This is an optimization exercise on Yosys and OpenROAD, whose aim is small area, not a production implementation. RTL that was checked went through simulation tests only; none was proved equivalent to the original. For runs 2 and 3, only the layout was checked, not whether the RTL still works. No activity file was given, so power comes from the tool's default toggle rates.

`design/flow/config.mk`:
```
export PLATFORM = sky130hd
export DESIGN_NAME = slotmachine
export DESIGN_NICKNAME = slotmachine
export VERILOG_FILES = /design/flow/design.v
export SDC_FILE = /design/flow/constraint.sdc
export NUM_CORES = 4
export LEC_CHECK = 0
export CAP_MARGIN = 20
export CORE_MARGIN = 2
export CORE_UTILIZATION = 40
export SLEW_MARGIN = 20
```
`design/flow/constraint.sdc`:
```
create_clock -name core_clock -period 10.0 [get_ports {MAX10_CLK1_50}]
set_input_delay 2.0000 -clock core_clock [delete_from_list [all_inputs] [get_ports {MAX10_CLK1_50}]]
set_output_delay 2.0000 -clock core_clock [all_outputs]
set_load 0.01 [all_outputs]
```
`design/flow/design.v`:
```
module SEG7_LUT	(	oSEG,iDIG	);
input	[3:0]	iDIG;
output	[6:0]	oSEG;
reg		[6:0]	oSEG;
always @(iDIG)
begin
		case(iDIG)
		4'h1: oSEG = 7'b1111001;	 
		4'h2: oSEG = 7'b0100100; 	 
		4'h3: oSEG = 7'b0110000; 	 
		4'h4: oSEG = 7'b0011001; 	 
		4'h5: oSEG = 7'b0010010; 	 
		4'h6: oSEG = 7'b0000010; 	 
		4'h7: oSEG = 7'b1111000; 	 
		4'h8: oSEG = 7'b0000000; 	 
		4'h9: oSEG = 7'b0011000; 	 
		4'ha: oSEG = 7'b0001000;
		4'hb: oSEG = 7'b0000011;
		4'hc: oSEG = 7'b1000110;
		4'hd: oSEG = 7'b0100001;
		4'he: oSEG = 7'b0000110;
		4'hf: oSEG = 7'b0001110;
		4'h0: oSEG = 7'b1000000;
		endcase
end
endmodule
module lfsr(
clk,
reset,
lfsr_out
);
parameter	lfsr_length = 15;
input clk;
input reset;
output [lfsr_length-1 : 0] lfsr_out;
reg [lfsr_length-1 : 0] lfsr_out;
wire linear_feedback;
assign linear_feedback = !(lfsr_out[lfsr_length-1] ^ lfsr_out[lfsr_length-2] );
always @ (posedge clk or negedge reset)
begin: LFSR_INTERN
	if(reset == 0) begin
		lfsr_out <= 0;
	end
	else begin
		lfsr_out[lfsr_length-1 : 1] <= lfsr_out[lfsr_length-2 : 0];
		lfsr_out[0] <= linear_feedback;
	end
end
endmodule
module slot(
start,
stop,
clk,
reset,
lfsr_in,
slot_out0,
slot_out1,
slot_out2
);
parameter IDLE			= 2'b00;
parameter RUNNING		= 2'b01;
parameter STOPPING		= 2'b10;
parameter MUX_ADDR0		= 2'b00;
parameter MUX_ADDR1		= 2'b01;
parameter MUX_ADDR2		= 2'b10;
parameter clk_val		= 24'h989680;
parameter debounce_max	= 32'h004C4B40;
parameter stop_val0		= 32'h05F5E100;
parameter stop_val1		= 32'h0BEBC200;
parameter stop_val2		= 32'h11E1A300;
parameter lfsr_length = 10;
input start;
input stop;
input clk;
input reset;
input [lfsr_length-1 : 0] lfsr_in;
output [3:0] slot_out0;
output [3:0] slot_out1;
output [3:0] slot_out2;
reg [3:0] slot_out0; 
reg [3:0] slot_out1; 
reg [3:0] slot_out2;
reg [1:0] state; 
reg [1:0] mux_sel;
reg running;
reg stopping;
reg start_flag;
reg stop_flag;
reg [31:0] debounce;
reg [31:0] stop_cnt;
reg [23:0] clk_cnt;
wire clk_flag;
wire clk_cond;
wire slot_cond0;
wire slot_cond1;
wire slot_cond2;
wire mux_cond0;
wire mux_cond1;
wire mux_cond2;
wire finish_flag0;
wire finish_flag1;
wire finish_flag2;
assign clk_flag = (clk_cnt == clk_val) ? 1'b1 : 1'b0;
assign clk_cond = (clk_flag & (running | stopping));
assign mux_cond0 = (~finish_flag0 & clk_cond);
assign mux_cond1 = (~finish_flag1 & clk_cond);
assign mux_cond2 = (~finish_flag2 & clk_cond);
assign finish_flag0 = (stop_cnt > stop_val0) ? 1'b1 : 1'b0;
assign finish_flag1 = (stop_cnt > stop_val1) ? 1'b1 : 1'b0;
assign finish_flag2 = (stop_cnt > stop_val2) ? 1'b1 : 1'b0;
always @ (posedge clk or negedge reset)
begin: CLK_COUNT
	if (reset == 0) begin
		clk_cnt <= 24'h000000;
	end
	else if (clk_cnt == clk_val) begin
		clk_cnt <= 24'h000000;
	end 
	else begin
		clk_cnt <= clk_cnt + 1'b1;	
	end
end
always @ (posedge clk or negedge reset)
begin: MAIN_STATE_MACHINE
	if (reset == 0) begin
		state <= IDLE;
		running <= 1'b0;		
		stopping <= 1'b0;
	end
	else begin
		case (state)
			IDLE	:	if (start_flag == 1) begin
							state 		<= RUNNING;
							running 	<= 1'b1;
						end else begin
							state 		<= IDLE;
						end
			RUNNING	:	if (stop_flag == 1) begin
							state 		<= STOPPING;
							running 	<= 1'b0;
							stopping 	<= 1'b1;
						end else begin
							state 		<= RUNNING;
						end
			STOPPING:  	if (finish_flag2 == 1) begin
							state 		<= IDLE;
							stopping 	<= 1'b0;
						end else begin
							state 		<= STOPPING;
						end
		endcase
	end
end
always @ (posedge clk or negedge reset)
begin: MUX_STATE_MACHINE0
	if(reset == 0) begin
		mux_sel <= MUX_ADDR0;
	end
	else begin
		case (mux_sel) 
			MUX_ADDR0 	: 	if (clk_cond == 1) mux_sel <= MUX_ADDR1;
								else mux_sel <=  MUX_ADDR0;
			MUX_ADDR1	: 	if (clk_cond == 1) mux_sel <= MUX_ADDR2; 
								else mux_sel <=  MUX_ADDR1;
			MUX_ADDR2 	: 	if (clk_cond == 1) mux_sel <= MUX_ADDR0; 
								else mux_sel <=  MUX_ADDR2;
		endcase
	end
end
always @ (posedge clk or negedge reset)
begin: SLOT_OUT0
	if (reset == 0) begin
		slot_out0 <= 4'b0000;
	end
	else if (mux_cond0 == 1) begin
		case (mux_sel)
			MUX_ADDR0	: slot_out0 <= {1'b0, lfsr_in[2:0]};
			MUX_ADDR1	: slot_out0 <= {1'b0, lfsr_in[5:3]};
			MUX_ADDR2	: slot_out0 <= {1'b0, lfsr_in[8:6]};
		endcase
	end
end
always @ (posedge clk or negedge reset)
begin: SLOT_OUT1
	if (reset == 0) begin
		slot_out1 <= 4'b0000;
	end
	else if (mux_cond1 == 1) begin
		case (mux_sel)
			MUX_ADDR1	: slot_out1 <= {1'b0, lfsr_in[2:0]};
			MUX_ADDR2	: slot_out1 <= {1'b0, lfsr_in[5:3]};
			MUX_ADDR0	: slot_out1 <= {1'b0, lfsr_in[8:6]};
		endcase
	end
end
always @ (posedge clk or negedge reset)
begin: SLOT_OUT2
	if (reset == 0) begin
		slot_out2 <= 4'b0000;
	end
	else if (mux_cond2 == 1) begin
		case (mux_sel)
			MUX_ADDR2	: slot_out2 <= {1'b0, lfsr_in[2:0]};
			MUX_ADDR0	: slot_out2 <= {1'b0, lfsr_in[5:3]};
			MUX_ADDR1	: slot_out2 <= {1'b0, lfsr_in[8:6]};
		endcase
	end
end
always @ (posedge clk or negedge reset)
begin: STOP_CNT
	if (reset == 0 ) begin
		stop_cnt <= 10'b0000000000;
	end
	else if (stopping == 1) begin
		stop_cnt <= stop_cnt +1'b1;
	end
	else begin 
		stop_cnt <= 10'b0000000000;
	end
end
always @ (posedge clk or negedge reset)
begin: DEBOUNCE
	if (reset == 0) begin
		debounce <= 32'h00000000;
		start_flag <= 1'b0;
		stop_flag <= 1'b0;
	end
	else if (debounce == debounce_max) begin
		debounce <= 32'h00000000;
		start_flag <= (start == 0) ? 1'b1 : 1'b0;
		stop_flag <= (stop == 0) ? 1'b1 : 1'b0;
	end
	else begin 
		debounce <= debounce + 1'b1;
	end
end
endmodule
module slotmachine(
	MAX10_CLK1_50,
	HEX0,
	HEX1,
	HEX2,
	KEY,
	SW
);
	input 		          		MAX10_CLK1_50;
	output		     [7:0]		HEX0;
	output		     [7:0]		HEX1;
	output		     [7:0]		HEX2;
	input 		     [1:0]		KEY;
	input 		     [0:0]		SW;
parameter lfsr_length = 10;
defparam slot_inst.IDLE = 'b00;
defparam slot_inst.RUNNING = 'b01;
defparam slot_inst.STOPPING = 'b10;
defparam slot_inst.MUX_ADDR0 = 'b00;
defparam slot_inst.MUX_ADDR1 = 'b01;
defparam slot_inst.MUX_ADDR2 = 'b10;
defparam slot_inst.clk_val = 24'd1000;
defparam slot_inst.debounce_max = 32'd500;
defparam slot_inst.stop_val0 = 32'd10000;
defparam slot_inst.stop_val1 = 32'd20000;
defparam slot_inst.stop_val2 = 32'd30000;
defparam slot_inst.lfsr_length = lfsr_length;
defparam lfsr_inst.lfsr_length = lfsr_length;
wire								start;
wire								stop;
wire								clk;
wire								reset;
wire [6:0] 						oSEG0;
wire [6:0]						oSEG1;
wire [6:0]						oSEG2;
wire [lfsr_length-1 : 0]	lfsr_out;
wire [3:0]						slot_out0;
wire [3:0]						slot_out1;
wire [3:0]						slot_out2;
wire								enable;
wire								rst_out;
reg								rst_ff0;
reg								rst_ff1;
reg								rst_ff2;	
assign	start = KEY[0];
assign	stop 	= KEY[1];
assign	reset = SW[0];
assign	clk	= MAX10_CLK1_50;
assign	HEX0[6:0] = oSEG0;
assign	HEX1[6:0] = oSEG1;
assign	HEX2[6:0] = oSEG2;
assign	HEX0[7] = 'b1;
assign	HEX1[7] = 'b1;
assign	HEX2[7] = 'b1;
always @ (posedge clk)
begin: RESET_SYNCH
	rst_ff0 <= reset;
	rst_ff1 <= rst_ff0;
	rst_ff2 <= rst_ff1 && rst_ff0;
end
assign	rst_out = rst_ff2;
slot slot_inst
(
	.start(start) ,	 
	.stop(stop) ,	 
	.clk(clk) ,	 
	.reset(rst_out) ,	 
	.lfsr_in(lfsr_out) ,	 
	.slot_out0(slot_out0) ,	 
	.slot_out1(slot_out1) ,	 
	.slot_out2(slot_out2) 	 
);
lfsr lfsr_inst
(
	.clk(clk) ,	 
	.reset(rst_out) ,	 
	.lfsr_out(lfsr_out) 	 
);
SEG7_LUT SEG7_LUT_inst0
(
	.oSEG(oSEG0) ,	 
	.iDIG(slot_out2) 	 
);
SEG7_LUT SEG7_LUT_inst1
(
	.oSEG(oSEG1) ,	 
	.iDIG(slot_out1) 	 
);
SEG7_LUT SEG7_LUT_inst2
(
	.oSEG(oSEG2) ,	 
	.iDIG(slot_out0) 	 
);
endmodule
```
`design/flow/run.sh`:
```
#!/bin/bash
# synth_recipe.tcl (not shown) runs the flow's synth.tcl, then flattens the netlist and writes it again
# the make line also repeats each setting of config.mk as NAME=value (left out here)
make -C /OpenROAD-flow-scripts/flow DESIGN_CONFIG=/design/flow/config.mk WORK_HOME=/design/flow/orfs CLKGATE_MAP_FILE= SYNTH_SCRIPT=/design/flow/synth_recipe.tcl finish
```
==> flow_summary_export.csv, run 1 <==
group,metric,value,unit
timing,rsz0062_at_grt,"false",
synth,synth_cells,627,
timing,fmax,249,MHz
global_routing,grt_use_total,15.6,%
synth,netlist_area,6170,µm²
placed_design,globalplace.congestion,0.795,
drt,drt_pass1_iterations,4,
floorplan,die-area,16400,µm²
drt,vias_per_cell,5.27,
final_layout,multiInputGateArea,3000,µm²
floorplan,start_util,40.8,%
pwr,swShare,20.3,%
pwr,p_leak,3.30,nW
pwr,internal-power,0.821,mW
timing,finalSetupTns,0,ps
run_status,status,"no timing/DRC/antenna violations",
floorplan,fp.coreArea,15100,µm²
worst_setup_path,slowest_stage,"clkdlybuf4s50_1",
final_layout,instances_no_fill,851,
global_routing,grt_max_degree,68,
global_routing,grt_pass1_wl,20700,µm
final_layout,post-route-util,46.8,%
cts,cts_setup_buffers,0,
global_routing,grt_pass1_vias,4526,
synth,avgSynthCellArea,9.85,µm²
synth,netlist.area_leader.share,46.6,%
floorplan,io_pins,28,
drt,post_drt_wl_per_cell,13.7,µm
worst_setup_path,crit_buf_inv,2,
drt,drtIter0Drc,215,
worst_setup_path,worstSetupEndpoint,"HEX0[3]",
synth,synth_edf_count,0,
pwr,power_frac_clock,52.5,%
cts,root_buffer,"clkbuf_16",
timing,slew_headroom,34.1,%
flow_run,maxCapViolCount,0,
worst_setup_path,cp.arrival,2020,ps
worst_setup_path,r2r_slack,7580,ps
timing,period_share,40.2,%
timing,skew,11.1,ps
final_layout,mostFrequentLayoutCells,"dfrtp_1, nor2_1, nand2_1",
final_layout,drive_gt1_share,5.88,%
placed_design,dp_slack,6390,ps
cts,cts_hold_buf,0,
cts,h-tree-depth,4,
pwr,finalPower,1.03,mW
cts,path_clk_slew,50,ps
worst_setup_path,path_class,"flip-flop to output pin",
pwr,power_density,145,nW/µm²
cts,cts_tree,"yes",
floorplan,die_h,128,µm
drt,post-route-drc-count,0,
final_layout,fillerInstances,1400,
synth,seq_area_frac_synth,47.6,%
cts,cts_buffer_depth,2,
final_layout,final_area,7090,µm²
worst_setup_path,r2r-end,"slot_inst.slot_out2[2]$_DFFE_PN0P_",
timing,finalSetupViolations,0,
synth,synth-seq-cells,118,
timing,slew_violations,0,
cts,cts_num_sinks,118,
worst_setup_path,worstPathMaxFanout,4,
final_layout,nets,683,
worst_setup_path,path_cells,"inv_1 > ha_1 > and2_1 > nor2_1 > clkdlybuf4s50_1",
global_routing,antenna_found_initial,0,
pwr,seqPwrFrac,46.9,%
synth,yosysTopAreaCell,"dfrtp_1",
placed_design,placed_cell_area,6560,µm²
timing,tightestPinTransition,981,ps
pwr,vdd_drop_max,0.0831,mV
worst_setup_path,crit_start,"slot_inst.slot_out2[0]$_DFFE_PN0P_",
worst_setup_path,cp.required,8000,ps
hold_path,hp-class,"flip-flop to flip-flop",
floorplan,rows,45,
final_layout,area_delta_synth_final,14.8,%
synth,synthFlopType,"dfrtp_1",
cts,cts_resized,0,
synth,yosysUniqueCellTypes,57,
synth,async_flop_share,97.5,%
worst_setup_path,slowest_delay,530,ps
pwr,p_sw,0.209,mW
final_layout,n_antenna_cell,0,
synth,synthTopCellsByArea,"dfrtp_1, xnor2_1, ha_1",
worst_setup_path,cp.depth,5,
timing,hold-worst-slack,341,ps
drt,ant_nets,0,
placed_design,portBuffers,24,
placed_design,dpl.hpwl,8020,µm
worst_setup_path,cpLargestDelayFamily,"buffers and inverters",
pwr,combPwrFrac,0.6,%
worst_setup_path,rr_startpoint,"slot_inst.clk_cnt[10]$_DFF_PN0_",
cts,numCtsBuffers,17,
timing,finalHoldViolCount,0,
drt,routed_wl,11600,µm
timing,layout_min_cycle_time,4020,ps
drt,vias,4487,
placed_design,dp.cells,819,
synth,ys_warn_count,4,
global_routing,gr-total-overflow,0,
final_layout,mostFrequentLayoutCell,"dfrtp_1",
worst_setup_path,reg2reg_depth,5,
timing,setup_ws,5980,ps
worst_setup_path,start_kind,"flip-flop",
floorplan,die_w,128,µm
worst_setup_path,cp-end-kind,"output pin",
final_layout,final-seq-area,2940,µm²
cts,clk_latency,410,ps
[Yosys cell counts, types with 8 or more instances]
| library cell | n |
|---|---|
| clkbuf_1 | 13 |
| mux2i_1 | 11 |
| nand2_1 | 51 |
| xnor2_1 | 46 |
| xor2_1 | 25 |
| nand4_1 | 17 |
| a21oi_1 | 24 |
| nor3_1 | 9 |
| ha_1 | 29 |
| nor2_1 | 71 |
| or4_1 | 8 |
| inv_1 | 35 |
| o21ai_0 | 19 |
| nor4_1 | 17 |
| dfrtp_1 | 115 |
| and4_1 | 11 |
| and3_1 | 12 |
| nand3_1 | 30 |
[power by group through the flow]
stage / clock network, mW / logic, mW / registers [mW]
finish: 0.541 / 0.00577 / 0.484
global route: 0.573 / 0.00689 / 0.484
CTS: 0.553 / 0.00621 / 0.484
detailed placement: 0 / 0.00619 / 0.492
global placement: 0 / 0.00604 / 0.492
floorplan: 0 / 0.00150 / 0.494
[area by class of cell]
class | count | area share, %
timing repair buffer | 25 | 3.50
tap | 188 | 3.32
clock buffer | 28 | 7.15
clock inverter | 4 | 0.318
multi-input combinational | 453 | 42.4
sequential | 118 | 41.5
inverter | 35 | 1.85
[sequential cells by signal, indices dropped and copies added (netlist names)]
register,cells
slot_inst.stop_flag,1
slot_inst.start_flag,1
rst_ff0,1
slot_inst.debounce,32
slot_inst.state,2
lfsr_inst.lfsr_out,10
rst_ff2,1
slot_inst.slot_out1,3
rst_ff1,1
slot_inst.running,1
slot_inst.stop_cnt,32
slot_inst.slot_out0,3
slot_inst.clk_cnt,24
slot_inst.slot_out2,3
slot_inst.mux_sel,2
slot_inst.stopping,1
[cells by family (layout without fill, tap and decap cells)]
group	count (synthesis)	after routing	share of synthesized area [%]
AOI/OAI and AO/OA	66	66	6.57
adders and majority gates	29	29	5.88
other	1	3	0.0607
buffers and inverters	58	92	3.93
muxes	16	16	2.70
xor gates and xnor gates	71	71	10.1
DFF	118	118	47.6
and+or+nand+nor	268	268	23.2
[layer usage]
metal  routed length [µm]  GRT usage (%)  up-vias
met2                 5540           25.4       56
li1                     -              -     2207
met3                  277           3.38       18
met1                 5610           19.7     2206
met5                    0              0        -
met4                  229           7.37        0
[worst min path at each step]
stage	cells after the start	from	end
global placement	0	rst_ff0$_DFF_P_	rst_ff1$_DFF_P_
global route	0	rst_ff0$_DFF_P_	rst_ff1$_DFF_P_
CTS	0	rst_ff0$_DFF_P_	rst_ff1$_DFF_P_
finish	0	rst_ff0$_DFF_P_	rst_ff1$_DFF_P_
detailed placement	0	rst_ff0$_DFF_P_	rst_ff1$_DFF_P_
floorplan	0	rst_ff0$_DFF_P_	rst_ff1$_DFF_P_
==> inputs of run 2 (changes only) <==
==> design/flow/design.v (replaced) <==
module SEG7_LUT(oSEG, iDIG);
input  [2:0] iDIG;
output [6:0] oSEG;
wire a = iDIG[0], b = iDIG[1], c = iDIG[2];
assign oSEG[0] = ~b & (a ^ c);               
assign oSEG[1] = c & (a ^ b);                
assign oSEG[2] = ~c & b & ~a;                
assign oSEG[3] = oSEG[0] | (a & b & c);      
assign oSEG[4] = a | (c & ~b);               
assign oSEG[5] = (~c & (a | b)) | (a & b);   
assign oSEG[6] = (~c & ~b) | (a & b & c);    
endmodule
module slotmachine(
	input        MAX10_CLK1_50,
	output [7:0] HEX0,
	output [7:0] HEX1,
	output [7:0] HEX2,
	input  [1:0] KEY,
	input  [0:0] SW
);
wire clk = MAX10_CLK1_50;
reg [1:0] rc;
always @(posedge clk) rc <= SW[0] ? {rc[1] | rc[0], rc[1] | ~rc[0]} : 2'b00;
wire rst = ~(rc[1] & rc[0]);
reg [8:0] kc;
wire kev = (kc == 9'b001000011);
always @(posedge clk)
	if (rst | kev) kc <= 9'd0;
	else kc <= {kc[7:0], ~(kc[8] ^ kc[4])};
reg [9:0] tc;
wire tick = (tc == 10'b0101100100);
always @(posedge clk)
	if (rst | tick) tc <= 10'd0;
	else tc <= {tc[8:0], ~(tc[9] ^ tc[6])};
reg [9:0] L;
always @(posedge clk)
	if (rst) L <= 10'd0;
	else L <= {L[8:0], ~(L[9] ^ L[8])};
reg sf, pf;
always @(posedge clk)
	if (rst) begin sf <= 1'b0; pf <= 1'b0; end
	else if (kev) begin sf <= ~KEY[0]; pf <= ~KEY[1]; end
localparam IDLE = 3'd0, RUN = 3'd1, S0 = 3'd2, S1 = 3'd3, S2 = 3'd4;
reg [2:0] st;
reg [14:0] sc;
wire stopping = (st == S0) | (st == S1) | (st == S2);
wire d1 = (sc == 15'b001001010111010);
wire d2 = (sc == 15'b100010111100110);
wire d3 = (sc == 15'b100101010011001);
always @(posedge clk)
	if (rst) st <= IDLE;
	else case (st)
		IDLE: if (sf) st <= RUN;
		RUN:  if (pf) st <= S0;
		S0:   if (d1) st <= S1;
		S1:   if (d2) st <= S2;
		S2:   if (d3) st <= IDLE;
		default: st <= IDLE;
	endcase
always @(posedge clk)
	if (rst | ~stopping) sc <= 15'd0;
	else sc <= {sc[13:0], ~(sc[14] ^ sc[13])};
wire active = (st == RUN) | stopping;
wire adv = tick & active;
wire en0 = tick & ((st == RUN) | (st == S0));
wire en1 = tick & ((st == RUN) | (st == S0) | (st == S1));
wire en2 = adv & ~((st == S2) & d3);
reg [1:0] p;
always @(posedge clk)
	if (rst) p <= 2'd0;
	else if (adv) p <= (p == 2'd2) ? 2'd0 : p + 2'd1;
wire [2:0] sl0 = L[2:0], sl1 = L[5:3], sl2 = L[8:6];
reg [2:0] r0, r1, r2;
always @(posedge clk)
	if (rst) begin r0 <= 3'd0; r1 <= 3'd0; r2 <= 3'd0; end
	else begin
		if (en0) r0 <= (p == 2'd0) ? sl0 : (p == 2'd1) ? sl1 : sl2;
		if (en1) r1 <= (p == 2'd0) ? sl2 : (p == 2'd1) ? sl0 : sl1;
		if (en2) r2 <= (p == 2'd0) ? sl1 : (p == 2'd1) ? sl2 : sl0;
	end
SEG7_LUT u0(.oSEG(HEX0[6:0]), .iDIG(r2));
SEG7_LUT u1(.oSEG(HEX1[6:0]), .iDIG(r1));
SEG7_LUT u2(.oSEG(HEX2[6:0]), .iDIG(r0));
assign HEX0[7] = 1'b1;
assign HEX1[7] = 1'b1;
assign HEX2[7] = 1'b1;
endmodule
--- a/design/flow/config.mk
+++ b/design/flow/config.mk
@@ -7,5 +7,8 @@
 export LEC_CHECK = 0
 export CAP_MARGIN = 20
 export CORE_MARGIN = 2
-export CORE_UTILIZATION = 40
+export CORE_UTILIZATION = 60
+export CTS_BUF_LIST = sky130_fd_sc_hd__clkbuf_2 sky130_fd_sc_hd__clkbuf_4
+export CTS_CLUSTER_DIAMETER = 100
+export CTS_CLUSTER_SIZE = 20
 export SLEW_MARGIN = 20
==> run 2 against run 1 <==
Compared with the run above:
- power decreased by 59%
- routed wire length decreased by 63%
- non-clock buffer count is 1 lower
- clock power down 69%
- setup slack improved by 170 ps
- core utilization up 25 points
- largest power group is now sequential cells
- sequential power down 48%
- global-route usage is 4.3 points higher
- sequential share of layout area grew 0.81 points
- largest cell class is now sequential cells
- first-iteration DRC count fell by 60%
- via count shrank 59%
- clock skew is 5.1 ps lower
==> flow_summary_export.csv, run 2 <==
group,metric,value,unit
synth,yosysTopAreaCell,"dfxtp_1",
cts,h-tree-depth,3,
timing,slew_headroom,51.2,%
worst_setup_path,start_kind,"flip-flop",
cts,cts_resized,0,
floorplan,die_h,69.5,µm
worst_setup_path,crit_buf_inv,2,
placed_design,portBuffers,24,
final_layout,instances_no_fill,345,
final_layout,mostFrequentLayoutCell,"dfxtp_1",
synth,synthFlopType,"dfxtp_1",
timing,fmax,260,MHz
timing,layout_min_cycle_time,3850,ps
timing,rsz0062_at_grt,"false",
placed_design,dpl.hpwl,3090,µm
final_layout,largest_reg_flops,15,
worst_setup_path,path_cells,"inv_1 > ha_1 > and2_1 > clkdlybuf4s50_1",
final_layout,drive_gt1_share,4.75,%
cts,cts_num_sinks,62,
cts,root_buffer,"clkbuf_4",
worst_setup_path,slowest_stage,"clkdlybuf4s50_1",
cts,cts_hold_buf,0,
synth,synth-seq-cells,62,
global_routing,antenna_found_initial,0,
cts,clk_latency,400,ps
final_layout,final-seq-area,1240,µm²
worst_setup_path,cp-end-kind,"output pin",
global_routing,grt_pass1_vias,1664,
drt,drt_pass1_iterations,4,
floorplan,rows,23,
drt,vias,1862,
synth,synthTopCellsByArea,"dfxtp_1, mux2i_1, and2_1",
synth,netlist.area_leader.share,48.3,%
flow_run,maxCapViolCount,0,
synth,ys_warn_count,1,
timing,slew_violations,0,
worst_setup_path,r2r_slack,7850,ps
timing,finalHoldViolCount,0,
cts,cts_tree,"yes",
final_layout,n_antenna_cell,0,
floorplan,die-area,4820,µm²
synth,seq_area_frac_synth,48.3,%
final_layout,multiInputGateArea,1230,µm²
cts,numCtsBuffers,9,
drt,post_drt_wl_per_cell,12.6,µm
final_layout,area_delta_synth_final,14.1,%
run_status,status,"no timing/DRC/antenna violations",
hold_path,holdPathStages,1,
final_layout,top_register,"sc",
synth,synth_cells,271,
worst_setup_path,reg2reg_depth,3,
cts,cts_setup_buffers,0,
synth,avgSynthCellArea,9.49,µm²
hold_path,holdPathEnd,"kc[2]$_SDFF_PP0_",
timing,finalSetupTns,0,ps
global_routing,grt_use_total,19.9,%
timing,skew,5.97,ps
pwr,power_density,144,nW/µm²
worst_setup_path,path_class,"flip-flop to output pin",
global_routing,grt_pass1_wl,7580,µm
drt,drtIter0Drc,87,
final_layout,nets,300,
pwr,p_leak,1.21,nW
worst_setup_path,slowest_delay,530,ps
worst_setup_path,cp.required,8000,ps
final_layout,post-route-util,72.3,%
synth,yosysMostFrequentCell,"dfxtp_1",
floorplan,fp.coreArea,4060,µm²
synth,yosysUniqueCellTypes,43,
worst_setup_path,worstPathMaxFanout,6,
worst_setup_path,r2r-end,"sc[2]$_SDFF_PP0_",
drt,vias_per_cell,5.40,
placed_design,dp.cells,329,
placed_design,globalplace.congestion,0.755,
global_routing,grt_max_degree,22,
hold_path,hp-class,"flip-flop to flip-flop",
timing,period_share,38.5,%
timing,tightestPinTransition,731,ps
drt,ant_nets,0,
timing,setup_ws,6150,ps
final_layout,mostFrequentLayoutCells,"dfxtp_1, and2_1, clkdlybuf4s50_1",
final_layout,top_regs,"sc (15), L (10), tc (10)",
worst_setup_path,cpLargestDelayFamily,"buffers and inverters",
drt,routed_wl,4360,µm
global_routing,gr-total-overflow,0,
synth,netlist_area,2570,µm²
drt,post-route-drc-count,0,
hold_path,min_from,"kc[1]$_SDFF_PP0_",
floorplan,start_util,63.4,%
worst_setup_path,cp.arrival,1850,ps
synth,synth_common_cells,"dfxtp_1, and2_1, and3_1, nor2_1, mux2i_1",
placed_design,dp_slack,6580,ps
cts,path_clk_slew,100,ps
timing,finalSetupViolations,0,
pwr,vdd_drop_max,0.105,mV
floorplan,die_w,69.5,µm
synth,synth_edf_count,0,
final_layout,fillerInstances,327,
synth,async_flop_share,0,%
cts,cts_buffer_depth,2,
worst_setup_path,rr_startpoint,"rc[1]$_SDFF_PN0_",
floorplan,io_pins,28,
==> run 2: cell types whose count changed in the layout (fill, tap and decap cells not counted), moves of 20 or more <==
| cell | delta |
|---|---|
| dfrtp_1 | -115 |
| nor2_1 | -52 |
| dfxtp_1 | +60 |
| xnor2_1 | -42 |
| a21oi_1 | -20 |
| nand3_1 | -30 |
| nand2_1 | -34 |
| xor2_1 | -21 |
| ha_1 | -23 |
| inv_1 | -27 |
==> run 2: worst max-delay path by stage <==
| stage | startpoint | to | depth (start not counted) |
|---|---|---|---|
| 6_report | r0[1]$_SDFFE_PN0P_ | HEX2[1] | 4 |
| 2_1_floorplan | r0[2]$_SDFFE_PN0P_ | HEX2[3] | 3 |
| 3_3_place_gp | r2[0]$_SDFFE_PN0P_ | HEX0[1] | 4 |
| 3_5_place_dp | r0[1]$_SDFFE_PN0P_ | HEX2[1] | 4 |
| 5_1_grt | r0[0]$_SDFFE_PN0P_ | HEX2[1] | 4 |
| 4_1_cts | r0[0]$_SDFFE_PN0P_ | HEX2[1] | 4 |
==> run 2: layout make-up <==
class | instances | area share [%]
Tap cell | 50 | 2.13
Timing Repair Buffer | 24 | 8.19
Multi-Input combinational cell | 185 | 41.8
Clock inverter | 5 | 1.71
Clock buffer | 11 | 2.82
Inverter | 8 | 1.02
Sequential cell | 62 | 42.3
==> run 2: worst reg2reg max path: cells and delay by family, from the launching register on <==
family        cells  cell delay (ps)
flops             1              600
simple gates      3             1510
==> run 2: power by group <==
group / internal, mW / switching, mW
Combinational: 0.00211 / 0.00318
Sequential: 0.248 / 0.00302
Clock: 0.0799 / 0.0865
Total: 0.330 / 0.0927
==> run 2: through the flow <==
step	area, µm²	hold WS, ps	power, mW
global route	2930	490	0.440
floorplan	2580	430	0.261
finish	2930	463	0.423
CTS	2930	465	0.427
detailed placement	2800	442	0.262
global placement	2800	439	0.262
==> run 2: kinds of logic after synthesis <==
| family | synth area share [%] |
|---|---|
| flops | 48.3 |
| simple gates | 25.0 |
| mux | 7.45 |
| xor+xnor | 2.72 |
| buf+inv | 4.33 |
| other cells | 0.146 |
| compound gates | 9.20 |
| fa+ha+maj | 2.92 |
==> run 2: metal layers <==
| layer | global-route usage [%] | wire [µm] | up-vias |
|---|---|---|---|
| met5 | 0 | 0 | - |
| met4 | 7.19 | 103 | 0 |
| met3 | 8.58 | 151 | 11 |
| met2 | 27.7 | 1840 | 30 |
| met1 | 27.4 | 2260 | 851 |
| li1 | - | - | 970 |
==> inputs of run 3 (changes only) <==
==> design/flow/config.mk (replaced) <==
export PLATFORM = sky130hd
export DESIGN_NAME = slotmachine
export DESIGN_NICKNAME = slotmachine
export VERILOG_FILES = /design/flow/design.v
export SDC_FILE = /design/flow/constraint.sdc
export NUM_CORES = 4
export LEC_CHECK = 0
export CAP_MARGIN = 20
export CORE_MARGIN = 2
export CORE_UTILIZATION = 40
export SLEW_MARGIN = 20
==> run 3 against run 2 <==
Compared with the run above:
- power up 11%
- fmax up 2.3%
- still clean
- die area up 47%
- register-to-register slack worse by 30 ps
- hold slack worse by 1.8 ps
- flip-flop and latch count unchanged
- count of clock-buffer cells in the layout down 1
- area after synthesis unchanged
- sequential share of layout area down 1.3 points
- routed wire length up 4.9%
- synthesized cell count unchanged
- global-route usage down 6.0 points
- highest routed layer unchanged
==> flow_summary_export.csv, run 3 <==
group,metric,value,unit
drt,drt-met1-wl,2290,µm
worst_setup_path,cp.arrival,1760,ps
drt,post-route-drc-count,0,
worst_setup_path,path_class,"flip-flop to output pin",
worst_setup_path,cpLargestDelayFamily,"buffers and inverters",
timing,finalSetupTns,0,ps
timing,layout_min_cycle_time,3760,ps
synth,avgSynthCellArea,9.49,µm²
drt,post_drt_wl_per_cell,12.3,µm
synth,async_flop_share,0,%
worst_setup_path,slowest_stage,"clkdlybuf4s50_1",
floorplan,fp.coreArea,6280,µm²
placed_design,dpl.hpwl,3070,µm
placed_design,portBuffers,24,
synth,synth_cells,271,
timing,rsz0062_at_grt,"false",
final_layout,instances_no_fill,372,
synth,yosysUniqueCellTypes,43,
global_routing,grt_use_total,13.9,%
final_layout,final_area,3020,µm²
synth,netlist.area_leader.share,48.3,%
cts,numCtsBuffers,9,
timing,finalHoldViolCount,0,
cts,cts_buffer_depth,2,
worst_setup_path,crit_buf_inv,2,
worst_setup_path,slowest_delay,530,ps
drt,routed_wl,4570,µm
final_layout,n_antenna_cell,0,
cts,path_clk_slew,70,ps
synth,synth_edf_count,0,
final_layout,multiInputGateArea,1230,µm²
synth,synthFlopType,"dfxtp_1",
pwr,power_density,155,nW/µm²
timing,hold-worst-slack,461,ps
cts,cts_setup_buffers,0,
cts,cts_hold_buf,0,
flow_run,maxCapViolCount,0,
timing,fmax,266,MHz
placed_design,placed_cell_area,2830,µm²
floorplan,die_w,84.2,µm
worst_setup_path,start_kind,"flip-flop",
synth,synth_common_cells,"dfxtp_1, and2_1, and3_1, nor2_1, mux2i_1",
floorplan,rows,29,
cts,cts_tree,"yes",
synth,yosysTopAreaCell,"dfxtp_1",
worst_setup_path,path_cells,"inv_1 > ha_1 > and2_1 > clkdlybuf4s50_1",
drt,vias_per_cell,5.08,
worst_setup_path,cp.required,8000,ps
global_routing,grt_pass1_vias,1707,
global_routing,grt_max_degree,22,
synth,ys_warn_count,1,
floorplan,start_util,41.0,%
final_layout,top_register,"sc",
final_layout,post-route-util,48.2,%
global_routing,grt_pass1_wl,7800,µm
drt,drtIter0Drc,77,
cts,root_buffer,"clkbuf_8",
synth,netlist_area,2570,µm²
cts,cts_resized,0,
floorplan,die-area,7090,µm²
drt,top_layer,"met4",
timing,skew,7.66,ps
synth,synthTopCellsByArea,"dfxtp_1, mux2i_1, and2_1",
hold_path,hp-class,"flip-flop to flip-flop",
worst_setup_path,worstPathMaxFanout,6,
run_status,status,"no timing/DRC/antenna violations",
global_routing,antenna_found_initial,0,
timing,slew_headroom,49.2,%
final_layout,largest_reg_flops,15,
worst_setup_path,cp-end-kind,"output pin",
final_layout,final-seq-area,1240,µm²
global_routing,gr-total-overflow,0,
floorplan,io_pins,28,
drt,routed-wl-met2,1970,µm
placed_design,dp.cells,356,
final_layout,top_regs,"sc (15), L (10), tc (10)",
final_layout,mostFrequentLayoutCells,"dfxtp_1, and2_1, clkdlybuf4s50_1",
placed_design,globalplace.congestion,0.746,
cts,cts_num_sinks,62,
synth,synth-seq-cells,62,
pwr,p_leak,1.24,nW
final_layout,nets,300,
cts,h-tree-depth,3,
drt,vias,1891,
floorplan,die_h,84.2,µm
final_layout,drive_gt1_share,5.08,%
drt,met3_length,218,µm
synth,yosysMostFrequentCell,"dfxtp_1",
timing,slew_violations,0,
final_layout,mostFrequentLayoutCell,"dfxtp_1",
timing,tightestPinTransition,760,ps
synth,seq_area_frac_synth,48.3,%
final_layout,fillerInstances,592,
pwr,vdd_drop_max,0.0989,mV
drt,drt_pass1_iterations,4,
timing,period_share,37.6,%
drt,ant_nets,0,
cts,clk_latency,340,ps
final_layout,area_delta_synth_final,17.6,%
timing,finalSetupViolations,0,
[run 3: cell types whose count changed in the layout (fill, tap and decap cells not counted)]
cell,change
clkbuf_4,-11
clkbuf_8,+9
clkinv_1,-2
clkinv_2,+2
clkinv_4,+2
clkbuf_1,+1
clkinvlp_4,-1
[run 3: cell families after synthesis]
group | Yosys count | synth area share, %
multiplexers | 19 | 7.45
adder cells (fa/ha/maj) | 6 | 2.92
buffers and inverters | 26 | 4.33
flip-flops | 62 | 48.3
AO/OA/AOI/OAI | 38 | 9.20
other | 1 | 0.146
XOR/XNOR | 8 | 2.72
AND/OR/NAND/NOR | 111 | 25.0
[run 3: routing by layer]
| metal | GRT usage (%) | up-vias |
|---|---|---|
| met1 | 17.9 | 875 |
| met5 | 0 | - |
| met3 | 5.90 | 8 |
| met2 | 20.2 | 39 |
| li1 | - | 969 |
| met4 | 6.30 | 0 |
[run 3: path summary, 6_finish.rpt]
check | from | to | slack [ps] | cells after the start
setup / recovery | r2[0]$_SDFFE_PN0P_ | HEX0[1] | 6240 | 4
hold / removal | kc[0]$_SDFF_PP0_ | kc[1]$_SDFF_PP0_ | 460 | 1
setup reg to reg | rc[0]$_SDFF_PN0_ | sc[13]$_SDFF_PP0_ | 7820 | 3
hold reg to reg | kc[0]$_SDFF_PP0_ | kc[1]$_SDFF_PP0_ | 460 | 1
[run 3: worst reg2reg max path: cells and delay by family (launching register included)]
family,cells,cell delay (ps)
and+or+nand+nor,3,1500
DFF,1,630
[run 3: layout make-up]
cell class,count,area share (%)
inverters,8,0.993
repair buffers,24,7.94
clock buffers,10,4.22
well taps,77,3.19
multi-input cells,185,40.5
flip-flops and latches,62,41.0
clock inverters,6,2.07
[run 3: per-stage QoR]
step / setup slack (ps) / total power [mW]
after floorplan: 7090 / 0.261
after global placement: 6630 / 0.262
after detailed placement: 6580 / 0.262
after CTS: 6210 / 0.474
after global routing: 6140 / 0.486
final: 6240 / 0.468
[run 3: report_power, final]
group | leakage [nW] | switching (mW) | internal [mW]
sequential | 0.500 | 0.00324 | 0.248
combinational | 0.642 | 0.00310 | 0.00212
clock | 0.100 | 0.0963 | 0.115

## afterwards: timing with drivers on the ports
In the flow no input, the clock included, has a driving cell. The finished layouts below were timed again as built, in two steps.
Step 1, drivers: a clkbuf_16 drives MAX10_CLK1_50 and a buf_2 each remaining input, both assumed.
Step 2 adds t to the input delays and takes it off the output delays; t is the mean of the earliest and latest rising clock arrival at the registers after step 1. Input paths then give back, and output paths get back, about the clock's delay inside the block.
a / b / c = ideal / step 1 / step 2; a / b = the first two.
run | t (ns) | setup slack, ns | latest minus earliest clock arrival (ns) | pins driven straight from the clock port
run 1 | 0.450 | 5.981 / 5.939 / 6.388 | 0.011 / 0.011 | 1
run 2 | 0.422 | 6.154 / 6.129 / 6.551 | 0.006 / 0.006 | 1
run 3 | 0.365 | 6.240 / 6.212 / 6.577 | 0.012 / 0.012 | 1
After both steps setup and hold are still met in every run listed.
